Source: an optimization exercise on an open RTL-to-GDS flow (aim: small area, a short achievable clock period and few clock cycles per item). Production flows keep margins and buffers that such runs may drop.
In this exercise RTL edits were held to simulation tests only and were not proved equivalent to the original.
Power figures rest on the tool's default switching activity, not on a simulated workload.

--- flow/run.sh ---
#!/bin/bash
# synth_recipe.tcl (not shown) runs the flow's synth.tcl, then flattens the netlist and writes it again
# the make line also repeats each setting of config.mk as NAME=value (left out here)
make -C /OpenROAD-flow-scripts/flow DESIGN_CONFIG=/design/flow/config.mk WORK_HOME=/design/flow/orfs CLKGATE_MAP_FILE= SYNTH_SCRIPT=/design/flow/synth_recipe.tcl finish
--- flow/config.mk ---
export PLATFORM = sky130hd
export DESIGN_NAME = axis_matvec_mul
export DESIGN_NICKNAME = axis_matvec_mul
export VERILOG_FILES = /design/flow/design.v
export SDC_FILE = /design/flow/constraint.sdc
export NUM_CORES = 4
export LEC_CHECK = 0
export CAP_MARGIN = 20
export CORE_MARGIN = 2
export CORE_UTILIZATION = 40
export SLEW_MARGIN = 20
export SYNTH_HIERARCHICAL = 1
export SYNTH_MINIMUM_KEEP_SIZE = 0
--- flow/constraint.sdc ---
create_clock -name core_clock -period 8.0 [get_ports {clk}]
set_input_delay 1.6000 -clock core_clock [delete_from_list [all_inputs] [get_ports {clk}]]
set_output_delay 1.6000 -clock core_clock [all_outputs]
set_load 0.01 [all_outputs]
--- flow/design.v ---
module fa (input logic a, b, c, output logic s, co);
  assign {co, s} = a + b + c;
endmodule
module matvec_row (
    input  logic [23:0] k,
    input  logic [31:0] x,
    output logic [9:0]  y
);
    logic p1;
    logic p2;
    logic p3;
    logic p4;
    logic p5;
    logic p6;
    logic p7;
    logic p8;
    logic p9;
    logic p10;
    logic p11;
    logic p12;
    logic p13;
    logic p14;
    logic p15;
    logic p16;
    logic p17;
    logic p18;
    logic p19;
    logic p20;
    logic p21;
    logic p22;
    logic p23;
    logic p24;
    logic p25;
    logic p26;
    logic p27;
    logic p28;
    logic p29;
    logic p30;
    logic p31;
    logic p32;
    logic p33;
    logic p34;
    logic p35;
    logic p36;
    logic p37;
    logic p38;
    logic p39;
    logic p40;
    logic p41;
    logic p42;
    logic p43;
    logic p44;
    logic p45;
    logic p46;
    logic p47;
    logic p48;
    logic p49;
    logic p50;
    logic p51;
    logic p52;
    logic p53;
    logic p54;
    logic p55;
    logic p56;
    logic p57;
    logic p58;
    logic p59;
    logic p60;
    logic p61;
    logic p62;
    logic p63;
    logic p64;
    logic p65;
    logic p66;
    logic p67;
    logic p68;
    logic p69;
    logic p70;
    logic p71;
    logic p72;
    logic p73;
    logic p74;
    logic p75;
    logic p76;
    logic p77;
    logic p78;
    logic p79;
    logic p80;
    logic p81;
    logic p82;
    logic p83;
    logic p84;
    logic p85;
    logic p86;
    logic p87;
    logic p88;
    logic p89;
    logic p90;
    logic p91;
    logic p92;
    logic p93;
    logic p94;
    logic p95;
    logic p96;
    logic s97;
    logic c98;
    logic s99;
    logic c100;
    logic s101;
    logic c102;
    logic s103;
    logic c104;
    logic s105;
    logic c106;
    logic s107;
    logic c108;
    logic s109;
    logic c110;
    logic s111;
    logic c112;
    logic s113;
    logic c114;
    logic s115;
    logic c116;
    logic s117;
    logic c118;
    logic s119;
    logic c120;
    logic s121;
    logic c122;
    logic s123;
    logic c124;
    logic s125;
    logic c126;
    logic s127;
    logic c128;
    logic s129;
    logic c130;
    logic s131;
    logic c132;
    logic s133;
    logic c134;
    logic s135;
    logic c136;
    logic s137;
    logic c138;
    logic s139;
    logic c140;
    logic s141;
    logic c142;
    logic s143;
    logic c144;
    logic s145;
    logic c146;
    logic s147;
    logic c148;
    logic s149;
    logic c150;
    logic s151;
    logic c152;
    logic s153;
    logic c154;
    logic s155;
    logic c156;
    logic s157;
    logic c158;
    logic s159;
    logic c160;
    logic s161;
    logic c162;
    logic s163;
    logic c164;
    logic s165;
    logic c166;
    logic s167;
    logic c168;
    logic s169;
    logic c170;
    logic s171;
    logic c172;
    logic s173;
    logic c174;
    logic s175;
    logic c176;
    logic s177;
    logic c178;
    logic s179;
    logic c180;
    logic s181;
    logic c182;
    logic s183;
    logic c184;
    logic s185;
    logic c186;
    logic s187;
    logic c188;
    logic s189;
    logic c190;
    logic s191;
    logic c192;
    logic s193;
    logic c194;
    logic s195;
    logic c196;
    logic s197;
    logic c198;
    logic s199;
    logic c200;
    logic s201;
    logic c202;
    logic s203;
    logic c204;
    logic s205;
    logic c206;
    logic s207;
    logic c208;
    logic s209;
    logic c210;
    logic s211;
    logic c212;
    logic s213;
    logic c214;
    logic s215;
    logic c216;
    logic s217;
    logic c218;
    logic s219;
    logic c220;
    logic s221;
    logic c222;
    logic s223;
    logic c224;
    logic s225;
    logic c226;
    logic s227;
    logic c228;
    logic s229;
    logic c230;
    logic s231;
    logic c232;
    logic s233;
    logic c234;
    logic s235;
    logic c236;
    logic s237;
    logic c238;
    logic s239;
    logic c240;
    logic s241;
    logic c242;
    logic s243;
    logic c244;
    logic s245;
    logic c246;
    logic s247;
    logic c248;
    logic s249;
    logic c250;
    logic s251;
    logic c252;
    logic s253;
    logic c254;
    logic s255;
    logic c256;
    logic s257;
    logic c258;
    logic s259;
    logic c260;
    logic s261;
    logic c262;
    logic s263;
    logic c264;
    logic s265;
    logic c266;
    logic s267;
    logic c268;
    logic s269;
    logic c270;
    logic s271;
    logic c272;
    logic s273;
    logic c274;
    logic s275;
    logic c276;
    logic s277;
    logic c278;
    logic s279;
    logic c280;
    logic s281;
    logic c282;
    logic s283;
    assign p1 = k[0] & x[0];
    assign p2 = k[0] & x[1];
    assign p3 = k[0] & x[2];
    assign p4 = ~(k[0] & x[3]);
    assign p5 = k[1] & x[0];
    assign p6 = k[1] & x[1];
    assign p7 = k[1] & x[2];
    assign p8 = ~(k[1] & x[3]);
    assign p9 = ~(k[2] & x[0]);
    assign p10 = ~(k[2] & x[1]);
    assign p11 = ~(k[2] & x[2]);
    assign p12 = k[2] & x[3];
    assign p13 = k[3] & x[4];
    assign p14 = k[3] & x[5];
    assign p15 = k[3] & x[6];
    assign p16 = ~(k[3] & x[7]);
    assign p17 = k[4] & x[4];
    assign p18 = k[4] & x[5];
    assign p19 = k[4] & x[6];
    assign p20 = ~(k[4] & x[7]);
    assign p21 = ~(k[5] & x[4]);
    assign p22 = ~(k[5] & x[5]);
    assign p23 = ~(k[5] & x[6]);
    assign p24 = k[5] & x[7];
    assign p25 = k[6] & x[8];
    assign p26 = k[6] & x[9];
    assign p27 = k[6] & x[10];
    assign p28 = ~(k[6] & x[11]);
    assign p29 = k[7] & x[8];
    assign p30 = k[7] & x[9];
    assign p31 = k[7] & x[10];
    assign p32 = ~(k[7] & x[11]);
    assign p33 = ~(k[8] & x[8]);
    assign p34 = ~(k[8] & x[9]);
    assign p35 = ~(k[8] & x[10]);
    assign p36 = k[8] & x[11];
    assign p37 = k[9] & x[12];
    assign p38 = k[9] & x[13];
    assign p39 = k[9] & x[14];
    assign p40 = ~(k[9] & x[15]);
    assign p41 = k[10] & x[12];
    assign p42 = k[10] & x[13];
    assign p43 = k[10] & x[14];
    assign p44 = ~(k[10] & x[15]);
    assign p45 = ~(k[11] & x[12]);
    assign p46 = ~(k[11] & x[13]);
    assign p47 = ~(k[11] & x[14]);
    assign p48 = k[11] & x[15];
    assign p49 = k[12] & x[16];
    assign p50 = k[12] & x[17];
    assign p51 = k[12] & x[18];
    assign p52 = ~(k[12] & x[19]);
    assign p53 = k[13] & x[16];
    assign p54 = k[13] & x[17];
    assign p55 = k[13] & x[18];
    assign p56 = ~(k[13] & x[19]);
    assign p57 = ~(k[14] & x[16]);
    assign p58 = ~(k[14] & x[17]);
    assign p59 = ~(k[14] & x[18]);
    assign p60 = k[14] & x[19];
    assign p61 = k[15] & x[20];
    assign p62 = k[15] & x[21];
    assign p63 = k[15] & x[22];
    assign p64 = ~(k[15] & x[23]);
    assign p65 = k[16] & x[20];
    assign p66 = k[16] & x[21];
    assign p67 = k[16] & x[22];
    assign p68 = ~(k[16] & x[23]);
    assign p69 = ~(k[17] & x[20]);
    assign p70 = ~(k[17] & x[21]);
    assign p71 = ~(k[17] & x[22]);
    assign p72 = k[17] & x[23];
    assign p73 = k[18] & x[24];
    assign p74 = k[18] & x[25];
    assign p75 = k[18] & x[26];
    assign p76 = ~(k[18] & x[27]);
    assign p77 = k[19] & x[24];
    assign p78 = k[19] & x[25];
    assign p79 = k[19] & x[26];
    assign p80 = ~(k[19] & x[27]);
    assign p81 = ~(k[20] & x[24]);
    assign p82 = ~(k[20] & x[25]);
    assign p83 = ~(k[20] & x[26]);
    assign p84 = k[20] & x[27];
    assign p85 = k[21] & x[28];
    assign p86 = k[21] & x[29];
    assign p87 = k[21] & x[30];
    assign p88 = ~(k[21] & x[31]);
    assign p89 = k[22] & x[28];
    assign p90 = k[22] & x[29];
    assign p91 = k[22] & x[30];
    assign p92 = ~(k[22] & x[31]);
    assign p93 = ~(k[23] & x[28]);
    assign p94 = ~(k[23] & x[29]);
    assign p95 = ~(k[23] & x[30]);
    assign p96 = k[23] & x[31];
    fa u_fa1 (.a(p1), .b(p13), .c(p25), .s(s97), .co(c98));
    fa u_fa2 (.a(p37), .b(p49), .c(p61), .s(s99), .co(c100));
    fa u_fa3 (.a(p73), .b(p85), .c(s97), .s(s101), .co(c102));
    assign s103 = s99 ^ s101;
    assign c104 = s99 & s101;
    fa u_fa4 (.a(p14), .b(p17), .c(p2), .s(s105), .co(c106));
    fa u_fa5 (.a(p26), .b(p29), .c(p38), .s(s107), .co(c108));
    fa u_fa6 (.a(p41), .b(p5), .c(p50), .s(s109), .co(c110));
    fa u_fa7 (.a(p53), .b(p62), .c(p65), .s(s111), .co(c112));
    fa u_fa8 (.a(p74), .b(p77), .c(p86), .s(s113), .co(c114));
    fa u_fa9 (.a(p89), .b(c100), .c(c98), .s(s115), .co(c116));
    fa u_fa10 (.a(s105), .b(s107), .c(s109), .s(s117), .co(c118));
    fa u_fa11 (.a(s111), .b(s113), .c(c102), .s(s119), .co(c120));
    fa u_fa12 (.a(s115), .b(s117), .c(c104), .s(s121), .co(c122));
    assign s123 = s119 ^ s121;
    assign c124 = s119 & s121;
    fa u_fa13 (.a(p21), .b(p33), .c(p45), .s(s125), .co(c126));
    fa u_fa14 (.a(p57), .b(p69), .c(p81), .s(s127), .co(c128));
    fa u_fa15 (.a(p9), .b(p93), .c(p15), .s(s129), .co(c130));
    fa u_fa16 (.a(p18), .b(p27), .c(p3), .s(s131), .co(c132));
    fa u_fa17 (.a(p30), .b(p39), .c(p42), .s(s133), .co(c134));
    fa u_fa18 (.a(p51), .b(p54), .c(p6), .s(s135), .co(c136));
    fa u_fa19 (.a(p63), .b(p66), .c(p75), .s(s137), .co(c138));
    fa u_fa20 (.a(p78), .b(p87), .c(p90), .s(s139), .co(c140));
    fa u_fa21 (.a(c106), .b(c108), .c(c110), .s(s141), .co(c142));
    fa u_fa22 (.a(c112), .b(c114), .c(s125), .s(s143), .co(c144));
    fa u_fa23 (.a(s127), .b(s129), .c(s131), .s(s145), .co(c146));
    fa u_fa24 (.a(s133), .b(s135), .c(s137), .s(s147), .co(c148));
    fa u_fa25 (.a(s139), .b(c116), .c(c118), .s(s149), .co(c150));
    fa u_fa26 (.a(s141), .b(s143), .c(s145), .s(s151), .co(c152));
    fa u_fa27 (.a(s147), .b(c120), .c(s149), .s(s153), .co(c154));
    fa u_fa28 (.a(s151), .b(c122), .c(c124), .s(s155), .co(c156));
    assign s157 = s153 ^ s155;
    assign c158 = s153 & s155;
    fa u_fa29 (.a(p10), .b(p16), .c(p22), .s(s159), .co(c160));
    fa u_fa30 (.a(p28), .b(p34), .c(p4), .s(s161), .co(c162));
    fa u_fa31 (.a(p40), .b(p46), .c(p52), .s(s163), .co(c164));
    fa u_fa32 (.a(p58), .b(p64), .c(p70), .s(s165), .co(c166));
    fa u_fa33 (.a(p76), .b(p82), .c(p88), .s(s167), .co(c168));
    fa u_fa34 (.a(p94), .b(p19), .c(p31), .s(s169), .co(c170));
    fa u_fa35 (.a(p43), .b(p55), .c(p67), .s(s171), .co(c172));
    fa u_fa36 (.a(p7), .b(p79), .c(p91), .s(s173), .co(c174));
    fa u_fa37 (.a(c126), .b(c128), .c(c130), .s(s175), .co(c176));
    fa u_fa38 (.a(c132), .b(c134), .c(c136), .s(s177), .co(c178));
    fa u_fa39 (.a(c138), .b(c140), .c(s159), .s(s179), .co(c180));
    fa u_fa40 (.a(s161), .b(s163), .c(s165), .s(s181), .co(c182));
    fa u_fa41 (.a(s167), .b(s169), .c(s171), .s(s183), .co(c184));
    fa u_fa42 (.a(s173), .b(c142), .c(c144), .s(s185), .co(c186));
    fa u_fa43 (.a(c146), .b(c148), .c(s175), .s(s187), .co(c188));
    fa u_fa44 (.a(s177), .b(s179), .c(s181), .s(s189), .co(c190));
    fa u_fa45 (.a(s183), .b(c150), .c(s185), .s(s191), .co(c192));
    fa u_fa46 (.a(s187), .b(s189), .c(c152), .s(s193), .co(c194));
    fa u_fa47 (.a(c154), .b(s191), .c(s193), .s(s195), .co(c196));
    fa u_fa48 (.a(c156), .b(s195), .c(c158), .s(s197), .co(c198));
    fa u_fa49 (.a(p11), .b(p20), .c(p23), .s(s199), .co(c200));
    fa u_fa50 (.a(p32), .b(p35), .c(p44), .s(s201), .co(c202));
    fa u_fa51 (.a(p47), .b(p56), .c(p59), .s(s203), .co(c204));
    fa u_fa52 (.a(p68), .b(p71), .c(p8), .s(s205), .co(c206));
    fa u_fa53 (.a(p80), .b(p83), .c(p92), .s(s207), .co(c208));
    fa u_fa54 (.a(p95), .b(c160), .c(c162), .s(s209), .co(c210));
    fa u_fa55 (.a(c164), .b(c166), .c(c168), .s(s211), .co(c212));
    fa u_fa56 (.a(c170), .b(c172), .c(c174), .s(s213), .co(c214));
    fa u_fa57 (.a(s199), .b(s201), .c(s203), .s(s215), .co(c216));
    fa u_fa58 (.a(s205), .b(s207), .c(s209), .s(s217), .co(c218));
    fa u_fa59 (.a(s211), .b(c176), .c(c178), .s(s219), .co(c220));
    fa u_fa60 (.a(c180), .b(c182), .c(c184), .s(s221), .co(c222));
    fa u_fa61 (.a(s213), .b(s215), .c(c186), .s(s223), .co(c224));
    fa u_fa62 (.a(c188), .b(c190), .c(s217), .s(s225), .co(c226));
    fa u_fa63 (.a(s219), .b(s221), .c(s223), .s(s227), .co(c228));
    fa u_fa64 (.a(c192), .b(s225), .c(c194), .s(s229), .co(c230));
    fa u_fa65 (.a(s227), .b(c196), .c(s229), .s(s231), .co(c232));
    assign s233 = c198 ^ s231;
    assign c234 = c198 & s231;
    fa u_fa66 (.a(1'b1), .b(p12), .c(p24), .s(s235), .co(c236));
    fa u_fa67 (.a(p36), .b(p48), .c(p60), .s(s237), .co(c238));
    fa u_fa68 (.a(p72), .b(p84), .c(p96), .s(s239), .co(c240));
    fa u_fa69 (.a(c200), .b(c202), .c(c204), .s(s241), .co(c242));
    fa u_fa70 (.a(c206), .b(c208), .c(s235), .s(s243), .co(c244));
    fa u_fa71 (.a(s237), .b(s239), .c(c210), .s(s245), .co(c246));
    fa u_fa72 (.a(c212), .b(s241), .c(c214), .s(s247), .co(c248));
    fa u_fa73 (.a(c216), .b(s243), .c(c218), .s(s249), .co(c250));
    fa u_fa74 (.a(c220), .b(s245), .c(c222), .s(s251), .co(c252));
    fa u_fa75 (.a(s247), .b(c224), .c(c226), .s(s253), .co(c254));
    fa u_fa76 (.a(s249), .b(s251), .c(c228), .s(s255), .co(c256));
    fa u_fa77 (.a(c230), .b(s253), .c(s255), .s(s257), .co(c258));
    fa u_fa78 (.a(c232), .b(s257), .c(c234), .s(s259), .co(c260));
    fa u_fa79 (.a(1'b1), .b(c236), .c(c238), .s(s261), .co(c262));
    fa u_fa80 (.a(c240), .b(c242), .c(c244), .s(s263), .co(c264));
    fa u_fa81 (.a(s261), .b(c246), .c(c248), .s(s265), .co(c266));
    fa u_fa82 (.a(s263), .b(c250), .c(c252), .s(s267), .co(c268));
    fa u_fa83 (.a(s265), .b(c254), .c(s267), .s(s269), .co(c270));
    fa u_fa84 (.a(c256), .b(s269), .c(c258), .s(s271), .co(c272));
    assign s273 = c260 ^ s271;
    assign c274 = c260 & s271;
    fa u_fa85 (.a(c262), .b(c264), .c(c266), .s(s275), .co(c276));
    fa u_fa86 (.a(c268), .b(s275), .c(c270), .s(s277), .co(c278));
    fa u_fa87 (.a(s277), .b(c272), .c(c274), .s(s279), .co(c280));
    fa u_fa88 (.a(c276), .b(c278), .c(c280), .s(s281), .co(c282));
    assign s283 = 1'b1 ^ c282;
    assign y = {s283, s281, s279, s273, s259, s233, s197, s157, s123, s103};
endmodule
module matvec_mul #(
    parameter R=8, C=8, W_X=4, W_K=3,
    localparam W_Y = W_X + W_K + $clog2(C)
  )(
    input  logic [R*C*W_K-1:0] k,
    input  logic [C*W_X-1:0]   x,
    output logic [R*W_Y-1:0]   y
  );
  genvar r;
  for (r = 0; r < R; r = r + 1) begin : g_row
    matvec_row u_row (.k(k[r*C*W_K +: C*W_K]), .x(x), .y(y[r*W_Y +: W_Y]));
  end
endmodule
module axis_matvec_mul #(
    parameter R=8, C=8, W_X=4, W_K=3,
    localparam W_Y = W_X + W_K + $clog2(C)
)(
    input  logic clk, rstn,
    output logic s_axis_kx_tready,
    input  logic s_axis_kx_tvalid,
    input  logic [R*C*W_K + C*W_X -1:0] s_axis_kx_tdata,
    input  logic m_axis_y_tready,
    output logic m_axis_y_tvalid,
    output logic [R*W_Y-1:0] m_axis_y_tdata
);
    logic [R*W_Y-1:0] y;
    matvec_mul #(
        .R(R), .C(C), .W_X(W_X), .W_K(W_K)
    ) MATVEC (
        .k(s_axis_kx_tdata[R*C*W_K-1:0]),
        .x(s_axis_kx_tdata[R*C*W_K +: C*W_X]),
        .y(y)
    );
    assign s_axis_kx_tready = !m_axis_y_tvalid || m_axis_y_tready;
    always_ff @(posedge clk or negedge rstn) begin
        if (!rstn)
            m_axis_y_tvalid <= 1'b0;
        else if (s_axis_kx_tready)
            m_axis_y_tvalid <= s_axis_kx_tvalid;
    end
    always_ff @(posedge clk) begin
        if (s_axis_kx_tready)
            m_axis_y_tdata <= y;
    end
endmodule
==> run notes <==
kinds of logic (layout without fill, tap and decap cells):
group         after synthesis  count (layout)  synth area share, %
fa+ha+maj                 744             744                66.77
buf+inv                    88             367                2.885
simple gates              770             770                19.11
other cells                 8              22               0.1374
flops                      81              81                11.10
registers in the layout, summed over array words and instances, names as in the netlist:
register	flops
m_axis_y_tdata	80
m_axis_y_tvalid	1
Yosys stat by module, one instance, submodules excluded, excerpt:
module | cell area (sq um) | times used
axis_matvec_mul | 2450 | 1
fa | 20.02 | 704
matvec_row | 664.4 | 8
critical path, delay by kind of cell:
kind,cells,cell delay [ps]
adder cells (fa/ha/maj),11,4590
buffers and inverters,2,880
AND/OR/NAND/NOR,1,150
worst paths after layout:
path	slack [ps]	end	depth (start not counted)	start
max	870	m_axis_y_tdata[8]	14	s_axis_kx_tdata[193]
min	1100	m_axis_y_tdata[20]	1	m_axis_y_tvalid
max reg2reg	6070	m_axis_y_tdata[50]	2	m_axis_y_tvalid
min reg2reg	1100	m_axis_y_tdata[20]	1	m_axis_y_tvalid
max in group asynchronous	6560	m_axis_y_tvalid	1	rstn
min in group asynchronous	1340	m_axis_y_tvalid	1	rstn
area by class of cell:
| class | instances | area share [%] |
|---|---|---|
| Antenna cell | 6 | 0.05744 |
| Clock buffer | 11 | 0.8903 |
| Clock inverter | 5 | 0.4882 |
| Inverter | 8 | 0.1149 |
| Multi-Input combinational cell | 1530 | 72.04 |
| Sequential cell | 81 | 9.286 |
| Tap cell | 696 | 3.331 |
| Timing Repair Buffer | 343 | 13.79 |
report_power, final:
| part | leakage, nW | switching, mW | internal [mW] |
|---|---|---|---|
| logic | 9.20 | 3.63 | 3.54 |
| clock network | 0.170 | 0.208 | 0.337 |
| registers | 0.813 | 0.0785 | 1.48 |
through the flow:
step           total power [mW]  area [sq um]  std cells  util, %
2_1_floorplan             9.747         21890       1699        -
3_3_place_gp              8.801         25760       2658    47.78
3_5_place_dp              9.006         25760       2658    47.78
4_1_cts                   9.584         26130       2674    48.45
5_1_grt                   10.64         26130       2676    48.46
6_report                  9.269         26140       2680    48.48
routing by layer:
metal  track usage [%]  share of wire, %
met1             35.72                38
met2             44.92                48
met3             6.561               9.4
met4             9.644               3.5
met5                 0              0.14
synthesized netlist by cell type:
cell type                  instances
sky130_fd_sc_hd__and2_2          120
sky130_fd_sc_hd__fa_1            704
sky130_fd_sc_hd__dfrtp_1           1
sky130_fd_sc_hd__nand2b_4          1
sky130_fd_sc_hd__buf_4            80
sky130_fd_sc_hd__and2_1          328
sky130_fd_sc_hd__inv_1             8
sky130_fd_sc_hd__edfxtp_1         80
sky130_fd_sc_hd__nand2_1         320
sky130_fd_sc_hd__ha_1             40
sky130_fd_sc_hd__nand2b_2          1
sky130_fd_sc_hd__conb_1            8
cell usage in the layout (no fill, tap or decap), drive strengths merged, types with 2 or more instances in the layout:
cell	n
nand2	320
buf	35
nand2b	2
conb	16
clkdlybuf4s50	308
clkbuf	11
and2	448
ha	40
diode	6
inv	8
edfxtp	80
fa	704
bufinv	4
==> flow_metrics.py <==
metrics = {
    "floorplan": {
        "design.die.area_sq_um": 56530,
        "core-area_sq_um": 53920,
        "fp-row-count": 85,
        "die-width_um": 237.8,
        "die_height_um": 237.8,
        "floorplan.initialDensity_pct": 40.54,
        "pin_count": 310,
    },
    "critical_path": {
        "startpoint_type": "primary input",
        "worstPathRequired_ps": 8130,
        "timing.critical_path.cells": "clkdlybuf4s50_1 -> buf_4 -> nand2_1 -> fa_1 -> fa_1 -> fa_1 -> fa_1 -> fa_1 -> fa_1 -> ha_1 -> fa_1 -> ha_1 -> fa_1 -> fa_1",
        "cell_with_the_biggest_individual_delay_on_the_critical_path": "sky130_fd_sc_hd__fa_1",
        "worst_path_maximum_fanout": 24,
        "crit_path_frequent_cell": "sky130_fd_sc_hd__fa_1",
        "worstSetupEndpointType": "flip-flop",
        "cp.arrival_ps": 7260,
        "timing_worst_setup_path_type": "primary input to flip-flop",
        "critical-path-max-stage-delay_ps": 620,
    },
    "detailed_routing": {
        "route.detailed.drc": 0,
        "detail_route.first_pass.iterations": 6,
        "drt-vias-per-instance": 5.411,
        "vias": 14500,
        "detailedRoute.firstIterationViolations": 1062,
        "wire_per_inst_um": 27.08,
        "drt_wl_total_um": 72570,
        "drtAntennaViolNets": 0,
    },
    "layout": {
        "filler_cell_count": 4779,
        "regArea_sq_um": 2427,
        "syn2layout_area_growth_pct": 19.59,
        "area_occupied_by_multi_input_gates_sq_um": 18830,
        "ratio_of_cells_with_drive_above_1_in_the_final_layout_pct": 8.645,
        "layout.nets": 2945,
    },
    "cts": {
        "clock_tree.htree_level_count": 3,
        "cts_made_buffers": 9,
        "ctsRootBufferMaster": "sky130_fd_sc_hd__clkbuf_16",
        "clock_tree.buffer_depth": 2,
        "worst_skew_pair.late_latency_ps": 390,
        "clk_pin_slew_ps": 80,
        "cts_hold_buffers": 0,
        "cts_tree": "done",
        "cts.sinks": 81,
        "cts_resized": 0,
        "buffers_inserted_during_post_cts_setup_optimization": 0,
    },
    "place": {
        "gp_congestion": 0.9333,
        "pre_cts_slack_ps": 477.9,
        "port_buffers": 309,
        "dpl.hpwl_um": 55420,
    },
    "grt": {
        "grt_first_pass_wirelength_um": 110600,
        "maximum_number_of_pins_on_one_net_before_global_route_repair": 45,
        "first_global_vias": 17750,
        "grt_remaining_overflow": 0,
        "grt_antenna_before_repair": 15,
        "grt_util_all_layers_pct": 27.39,
    },
    "sta": {
        "timing.final.setup_violations": 0,
        "post-route-min-period_ps": 7126,
        "rsz0062_at_grt": "no",
        "max_freq_mhz": 140.3,
        "holdWs_ps": 1104,
        "totalNegativeSetupSlack_ps": 0,
        "final.period_utilization_pct": 89.08,
        "final-hold-violation-count": 0,
        "slew_violations": 0,
        "timing.clock.skew_ps": 10.41,
        "setup_slack_ps": 873.7,
        "timing.slew.headroom_pct": 45.86,
        "worst-slew-pin-transition_ps": 812.1,
    },
    "job": {
        "timing.max_cap.violations": 0,
    },
    "logic_synthesis": {
        "ys_ff_latch": 81,
        "syn_area_per_cell_sq_um": 12.93,
        "sequential_cell_area_fraction_in_the_yosys_report_pct": 11.10,
        "synth_area_leader_cell": "sky130_fd_sc_hd__fa_1",
        "netlist_area_sq_um": 21860,
        "number_of_distinct_library_cells_after_synthesis": 12,
        "yosysTopAreaCellShare_pct": 64.48,
        "synth_warnings": 7,
        "postSynthCellCount": 1691,
        "synth_area_leaders": "sky130_fd_sc_hd__fa_1 (64%), sky130_fd_sc_hd__edfxtp_1 (11%), sky130_fd_sc_hd__and2_1 (9.4%)",
    },
    "power": {
        "peakVddDrop_mv": 0.2397,
        "leakage_nw": 10.18,
        "power.density_nw_per_um2": 354.6,
    },
    "status": {
        "status": "no timing/DRC/antenna violations",
    },
    "worst_hold_path": {
        "min_path_type": "flip-flop to flip-flop",
    },
}
Testbench counts, summed over its fixed seeds: cycles 520, items 512.

-- static timing again, ports no longer ideal --
In the flow no input, the clock included, has a driving cell. The finished layout below was timed again as built, in two steps. Step 1: set_driving_cell puts a clkbuf_16 on clk and a buf_2 on each other input, an assumption about the parent block. Step 2 adds t to the input delays and takes it off the output delays; t is the mean of the earliest and latest rising clock arrival at the registers after step 1. Input paths then give back, and output paths get back, about the clock's delay inside the block. Three values: ideal ports, drivers, drivers and shift; two values: the first two.
t, ns: 0.450
slack for setup (ns): 0.874 / 0.908 / 0.459
pins driven straight from the clock port: 1
After both steps this run still meets setup and hold. The setup slack of this run moves by +0.034 ns with the drivers and by -0.415 ns with both steps.
